Source: an optimization exercise on an open RTL-to-GDS flow (aim: small area, a short achievable clock period and few clock cycles). Production flows keep margins and buffers that such runs may drop.
Only simulation tests tie the RTL to the original design; equivalence was not proved.
Power and IR drop assume default switching activity.

==> inputs of delta <==
==> flow/design.v (excerpt) <==
module booth_mul (
    input             CLK ,
    input             RSTn ,
    input      [23:0] m1 ,
    input      [23:0] m2 ,
    input             BREQ ,
    output     [47:0] res ,
    output            BACK
);
booth u_booth (
    .res  (res),
    .m1   (m1),
    .m2   (m2),
    .CLK  (CLK),
    .BREQ (BREQ),
    .BACK (BACK),
    .RSTn (RSTn)
);
endmodule
export LEC_CHECK = 0
export ABC_AREA = 1
export CAP_MARGIN = 20
export CORE_MARGIN = 2
export CORE_UTILIZATION = 70
export SETUP_SLACK_MARGIN = 1.75
export SLEW_MARGIN = 20
create_clock -name core_clock -period 6.0 [get_ports {CLK}]
standard.sh (not shown) runs the stock make flow with config.mk's settings and CLKGATE_MAP_FILE= SYNTH_SCRIPT=/design/flow/synth_recipe.tcl, a recipe that flattens the netlist after the stock synthesis.
==> flow/flow/run.sh <==
#!/bin/bash
# The standard layout (standard.sh: ORFS with the standard flow's settings) with two changes:
#  - the ports get plain buffers (buf_2, which the resizer may size up) instead of
#    the delay cells buffer_ports picks on its own;
#  - after the standard synthesis, fa_polarity.py removes inverters between full
#    adders (it flips full adders' polarity, same function and registers), and the
#    netlist is read in again before the floorplan.
set -euo pipefail
A='BUFFER_PORTS_ARGS=-buffer_cell sky130_fd_sc_hd__buf_2'
bash standard.sh "$A" synth > make_synth.log 2>&1
net=orfs/results/$FLOW_PLATFORM/booth_mul/base/1_2_yosys.v
python3 flow/fa_polarity.py "$net" > fa_polarity.log 2>&1
bash standard.sh "$A" do-1_synth > make_synth_odb.log 2>&1
bash standard.sh "$A" finish > make_finish.log 2>&1
Other scripts of this flow, unchanged in this note and not shown: flow/flow/fa_polarity.py
==> indigo: changes against delta <==
--- a/flow/design.v
+++ b/flow/design.v
@@ -1243,19 +1243,16 @@
 reg q_c738;
 reg q_s739;
 reg q_c648;
 reg q_s741;
 reg q_c740;
 reg q_c652;
 reg q_s743;
 reg q_c742;
-reg q_c656;
-reg q_s745;
-reg q_c744;
 reg q_pp323;
 reg q_c776;
 reg q_s777;
 reg q_c778;
 reg q_s779;
 reg q_c780;
 reg q_s781;
 reg q_c782;
@@ -1266,17 +1263,19 @@
 reg q_s787;
 reg q_c788;
 reg q_s789;
 reg q_c790;
 reg q_s791;
 reg q_c792;
 reg q_s793;
 reg q_c794;
+reg q_s829;
 reg q_s831;
+reg q_c830;
 reg q_s833;
 reg q_c832;
 reg q_c834;
 reg q_s835;
 reg q_s837;
 reg q_c836;
 reg q_s839;
 reg q_c838;
@@ -1348,19 +1347,16 @@
 	q_c738 <= c738;
 	q_s739 <= s739;
 	q_c648 <= c648;
 	q_s741 <= s741;
 	q_c740 <= c740;
 	q_c652 <= c652;
 	q_s743 <= s743;
 	q_c742 <= c742;
-	q_c656 <= c656;
-	q_s745 <= s745;
-	q_c744 <= c744;
 	q_pp323 <= pp323;
 	q_c776 <= c776;
 	q_s777 <= s777;
 	q_c778 <= c778;
 	q_s779 <= s779;
 	q_c780 <= c780;
 	q_s781 <= s781;
 	q_c782 <= c782;
@@ -1371,17 +1367,19 @@
 	q_s787 <= s787;
 	q_c788 <= c788;
 	q_s789 <= s789;
 	q_c790 <= c790;
 	q_s791 <= s791;
 	q_c792 <= c792;
 	q_s793 <= s793;
 	q_c794 <= c794;
+	q_s829 <= s829;
 	q_s831 <= s831;
+	q_c830 <= c830;
 	q_s833 <= s833;
 	q_c832 <= c832;
 	q_c834 <= c834;
 	q_s835 <= s835;
 	q_s837 <= s837;
 	q_c836 <= c836;
 	q_s839 <= s839;
 	q_c838 <= c838;
@@ -2230,18 +2228,18 @@
 assign s821 = q_s643 ^ q_s737 ^ q_c736;
 assign c822 = (q_s643 & q_s737) | (q_c736 & (q_s643 ^ q_s737));
 assign s823 = q_c644 ^ q_c738 ^ q_s739;
 assign c824 = (q_c644 & q_c738) | (q_s739 & (q_c644 ^ q_c738));
 assign s825 = q_c648 ^ q_s741 ^ q_c740;
 assign c826 = (q_c648 & q_s741) | (q_c740 & (q_c648 ^ q_s741));
 assign s827 = q_c652 ^ q_s743 ^ q_c742;
 assign c828 = (q_c652 & q_s743) | (q_c742 & (q_c652 ^ q_s743));
-assign s829 = q_c656 ^ q_s745 ^ q_c744;
-assign c830 = (q_c656 & q_s745) | (q_c744 & (q_c656 ^ q_s745));
+assign s829 = c656 ^ s745 ^ c744;
+assign c830 = (c656 & s745) | (c744 & (c656 ^ s745));
 assign s831 = c660 ^ s747 ^ c746;
 assign c832 = (c660 & s747) | (c746 & (c660 ^ s747));
 assign s833 = s667 ^ s749 ^ c748;
 assign c834 = (s667 & s749) | (c748 & (s667 ^ s749));
 assign s835 = c668 ^ c750 ^ s751;
 assign c836 = (c668 & c750) | (s751 & (c668 ^ c750));
 assign s837 = c672 ^ s753 ^ c752;
 assign c838 = (c672 & s753) | (c752 & (c672 ^ s753));
@@ -2320,20 +2318,20 @@
 assign g911 = s821 & c820;
 assign p912 = s821 ^ c820;
 assign g913 = c822 & s823;
 assign p914 = c822 ^ s823;
 assign g915 = s825 & c824;
 assign p916 = s825 ^ c824;
 assign g917 = s827 & c826;
 assign p918 = s827 ^ c826;
-assign g919 = s829 & c828;
-assign p920 = s829 ^ c828;
-assign g921 = q_s831 & c830;
-assign p922 = q_s831 ^ c830;
+assign g919 = q_s829 & c828;
+assign p920 = q_s829 ^ c828;
+assign g921 = q_s831 & q_c830;
+assign p922 = q_s831 ^ q_c830;
 assign g923 = q_s833 & q_c832;
 assign p924 = q_s833 ^ q_c832;
 assign g925 = q_c834 & q_s835;
 assign p926 = q_c834 ^ q_s835;
 assign g927 = q_s837 & q_c836;
 assign p928 = q_s837 ^ q_c836;
 assign g929 = q_s839 & q_c838;
 assign p930 = q_s839 ^ q_c838;
==> flow/config.mk (replaced) <==
export PLATFORM = sky130hd
export DESIGN_NAME = booth_mul
export DESIGN_NICKNAME = booth_mul
export VERILOG_FILES = /design/flow/design.v
export SDC_FILE = /design/flow/constraint.sdc
export NUM_CORES = 4
export LEC_CHECK = 0
export ABC_AREA = 1
export CAP_MARGIN = 20
export CORE_MARGIN = 2
export CORE_UTILIZATION = 70
export SETUP_SLACK_MARGIN = 2.0
export SLEW_MARGIN = 20
==> zinc: changes against delta <==
--- a/flow/design.v
+++ b/flow/design.v
@@ -1243,19 +1243,16 @@
 reg q_c738;
 reg q_s739;
 reg q_c648;
 reg q_s741;
 reg q_c740;
 reg q_c652;
 reg q_s743;
 reg q_c742;
-reg q_c656;
-reg q_s745;
-reg q_c744;
 reg q_pp323;
 reg q_c776;
 reg q_s777;
 reg q_c778;
 reg q_s779;
 reg q_c780;
 reg q_s781;
 reg q_c782;
@@ -1266,17 +1263,19 @@
 reg q_s787;
 reg q_c788;
 reg q_s789;
 reg q_c790;
 reg q_s791;
 reg q_c792;
 reg q_s793;
 reg q_c794;
+reg q_s829;
 reg q_s831;
+reg q_c830;
 reg q_s833;
 reg q_c832;
 reg q_c834;
 reg q_s835;
 reg q_s837;
 reg q_c836;
 reg q_s839;
 reg q_c838;
@@ -1348,19 +1347,16 @@
 	q_c738 <= c738;
 	q_s739 <= s739;
 	q_c648 <= c648;
 	q_s741 <= s741;
 	q_c740 <= c740;
 	q_c652 <= c652;
 	q_s743 <= s743;
 	q_c742 <= c742;
-	q_c656 <= c656;
-	q_s745 <= s745;
-	q_c744 <= c744;
 	q_pp323 <= pp323;
 	q_c776 <= c776;
 	q_s777 <= s777;
 	q_c778 <= c778;
 	q_s779 <= s779;
 	q_c780 <= c780;
 	q_s781 <= s781;
 	q_c782 <= c782;
@@ -1371,17 +1367,19 @@
 	q_s787 <= s787;
 	q_c788 <= c788;
 	q_s789 <= s789;
 	q_c790 <= c790;
 	q_s791 <= s791;
 	q_c792 <= c792;
 	q_s793 <= s793;
 	q_c794 <= c794;
+	q_s829 <= s829;
 	q_s831 <= s831;
+	q_c830 <= c830;
 	q_s833 <= s833;
 	q_c832 <= c832;
 	q_c834 <= c834;
 	q_s835 <= s835;
 	q_s837 <= s837;
 	q_c836 <= c836;
 	q_s839 <= s839;
 	q_c838 <= c838;
@@ -2230,18 +2228,18 @@
 assign s821 = q_s643 ^ q_s737 ^ q_c736;
 assign c822 = (q_s643 & q_s737) | (q_c736 & (q_s643 ^ q_s737));
 assign s823 = q_c644 ^ q_c738 ^ q_s739;
 assign c824 = (q_c644 & q_c738) | (q_s739 & (q_c644 ^ q_c738));
 assign s825 = q_c648 ^ q_s741 ^ q_c740;
 assign c826 = (q_c648 & q_s741) | (q_c740 & (q_c648 ^ q_s741));
 assign s827 = q_c652 ^ q_s743 ^ q_c742;
 assign c828 = (q_c652 & q_s743) | (q_c742 & (q_c652 ^ q_s743));
-assign s829 = q_c656 ^ q_s745 ^ q_c744;
-assign c830 = (q_c656 & q_s745) | (q_c744 & (q_c656 ^ q_s745));
+assign s829 = c656 ^ s745 ^ c744;
+assign c830 = (c656 & s745) | (c744 & (c656 ^ s745));
 assign s831 = c660 ^ s747 ^ c746;
 assign c832 = (c660 & s747) | (c746 & (c660 ^ s747));
 assign s833 = s667 ^ s749 ^ c748;
 assign c834 = (s667 & s749) | (c748 & (s667 ^ s749));
 assign s835 = c668 ^ c750 ^ s751;
 assign c836 = (c668 & c750) | (s751 & (c668 ^ c750));
 assign s837 = c672 ^ s753 ^ c752;
 assign c838 = (c672 & s753) | (c752 & (c672 ^ s753));
@@ -2320,20 +2318,20 @@
 assign g911 = s821 & c820;
 assign p912 = s821 ^ c820;
 assign g913 = c822 & s823;
 assign p914 = c822 ^ s823;
 assign g915 = s825 & c824;
 assign p916 = s825 ^ c824;
 assign g917 = s827 & c826;
 assign p918 = s827 ^ c826;
-assign g919 = s829 & c828;
-assign p920 = s829 ^ c828;
-assign g921 = q_s831 & c830;
-assign p922 = q_s831 ^ c830;
+assign g919 = q_s829 & c828;
+assign p920 = q_s829 ^ c828;
+assign g921 = q_s831 & q_c830;
+assign p922 = q_s831 ^ q_c830;
 assign g923 = q_s833 & q_c832;
 assign p924 = q_s833 ^ q_c832;
 assign g925 = q_c834 & q_s835;
 assign p926 = q_c834 ^ q_s835;
 assign g927 = q_s837 & q_c836;
 assign p928 = q_s837 ^ q_c836;
 assign g929 = q_s839 & q_c838;
 assign p930 = q_s839 ^ q_c838;
==> flow/config.mk (replaced) <==
export PLATFORM = sky130hd
export DESIGN_NAME = booth_mul
export DESIGN_NICKNAME = booth_mul
export VERILOG_FILES = /design/flow/design.v
export SDC_FILE = /design/flow/constraint.sdc
export NUM_CORES = 4
export LEC_CHECK = 0
export ABC_AREA = 1
export CAP_MARGIN = 20
export CORE_MARGIN = 2
export CORE_UTILIZATION = 70
export SETUP_SLACK_MARGIN = 1.5
export SLEW_MARGIN = 20
==> comparison <==
delta ran to the end with no violations. indigo completed without violations. zinc ran to the end with no violations. Of zinc and delta, zinc has the higher worst hold slack (gap 2.6 ps). In sequential cell count, indigo and zinc do not differ. In indigo the die area is smaller than in delta, by 0.22%. Fmax, lowest first: zinc, delta, indigo. In count of clock-buffer cells in the layout, delta and zinc do not differ. Of indigo and delta, indigo has the higher critical path depth (gap 3). Between delta and indigo, the lower area after synthesis is in indigo (gap about 0.23%, measured against indigo). Of delta and zinc, delta has the higher synthesized cell count (gap about 0.35%, measured against zinc). Against zinc, the clock power of indigo is lower by about 2%.
==> figures <==
quantity	zinc	indigo	delta
Met3 Resource Use GR	0.0956	0.110	0.0859
Routed length on met1	16.6 mm	17.9 mm	17.0 mm
Post-CTS setup buffer count	1	35	3
First drt pass iteration count	6	14	6
Final cell utilization of the core	0.739	0.823	0.750
Met2 wire len	19.0 mm	21.6 mm	19.5 mm
Pin count of the biggest net entering global routing	28	25	28
Outcome	timing/DRC/antenna clean	timing/DRC/antenna clean	timing/DRC/antenna clean
Pleak	7.17 nW	7.70 nW	7.26 nW
Sw Ratio	0.512	0.504	0.509
Worst Path Arrival	4710 ps	4360 ps	4470 ps
Critical path depth	12	15	12
Multi-input gate area	11,700 um2	12,700 um2	11,900 um2
Layout buffering overhead excluding clock cells	0.0576	0.0922	0.0607
Met2 usage in global routing	0.590	0.616	0.594
Number of violations reported at the end of detailed-routing iteration 0	1,893	2,500	1,594
Post-synth design cell area	15,400 um2	15,400 um2	15,400 um2
Required time at the endpoint of the critical path	6270 ps	6280 ps	6240 ps
Cell Count Post-Placement	1,955	1,943	1,960
P&R area growth vs syn	4.33%	16.3%	5.60%
Testbench counts of delta, summed over its fixed seeds: cycles 32,000.
Testbench counts of indigo, summed over its fixed seeds: cycles 32,000.
Testbench counts of zinc, summed over its fixed seeds: cycles 32,000.

==> afterwards: timing with drivers on the ports <==
The flow's constraints put no driver on any port. The routed layouts listed below were extracted and timed again, unchanged, in two steps.
Step 1 sets driving cells, clkbuf_16 on the clock port and buf_2 on the other inputs (assumed; they add their load-dependent delay and slew).
Step 2, shift: input delay + t, output delay - t, t = (earliest + latest rising clock arrival at the registers) / 2. This alone moves slack from input paths to output paths.
Three values: no drivers, after step 1, after step 2; two values: the first two.
run | t, ns | setup slack, ns | worst setup path after step 2 | pins driven straight from the clock port
delta | 0.410 | 1.764 / 1.796 / 1.386 | input to register | 1
indigo | 0.416 | 1.920 / 1.901 / 1.501 | input to register | 1
zinc | 0.413 | 1.558 / 1.578 / 1.165 | input to register | 1
After both steps every run listed still meets setup and hold. The setup slack of indigo, which loses most, moves by -0.019 ns with the drivers and by -0.419 ns with both steps.
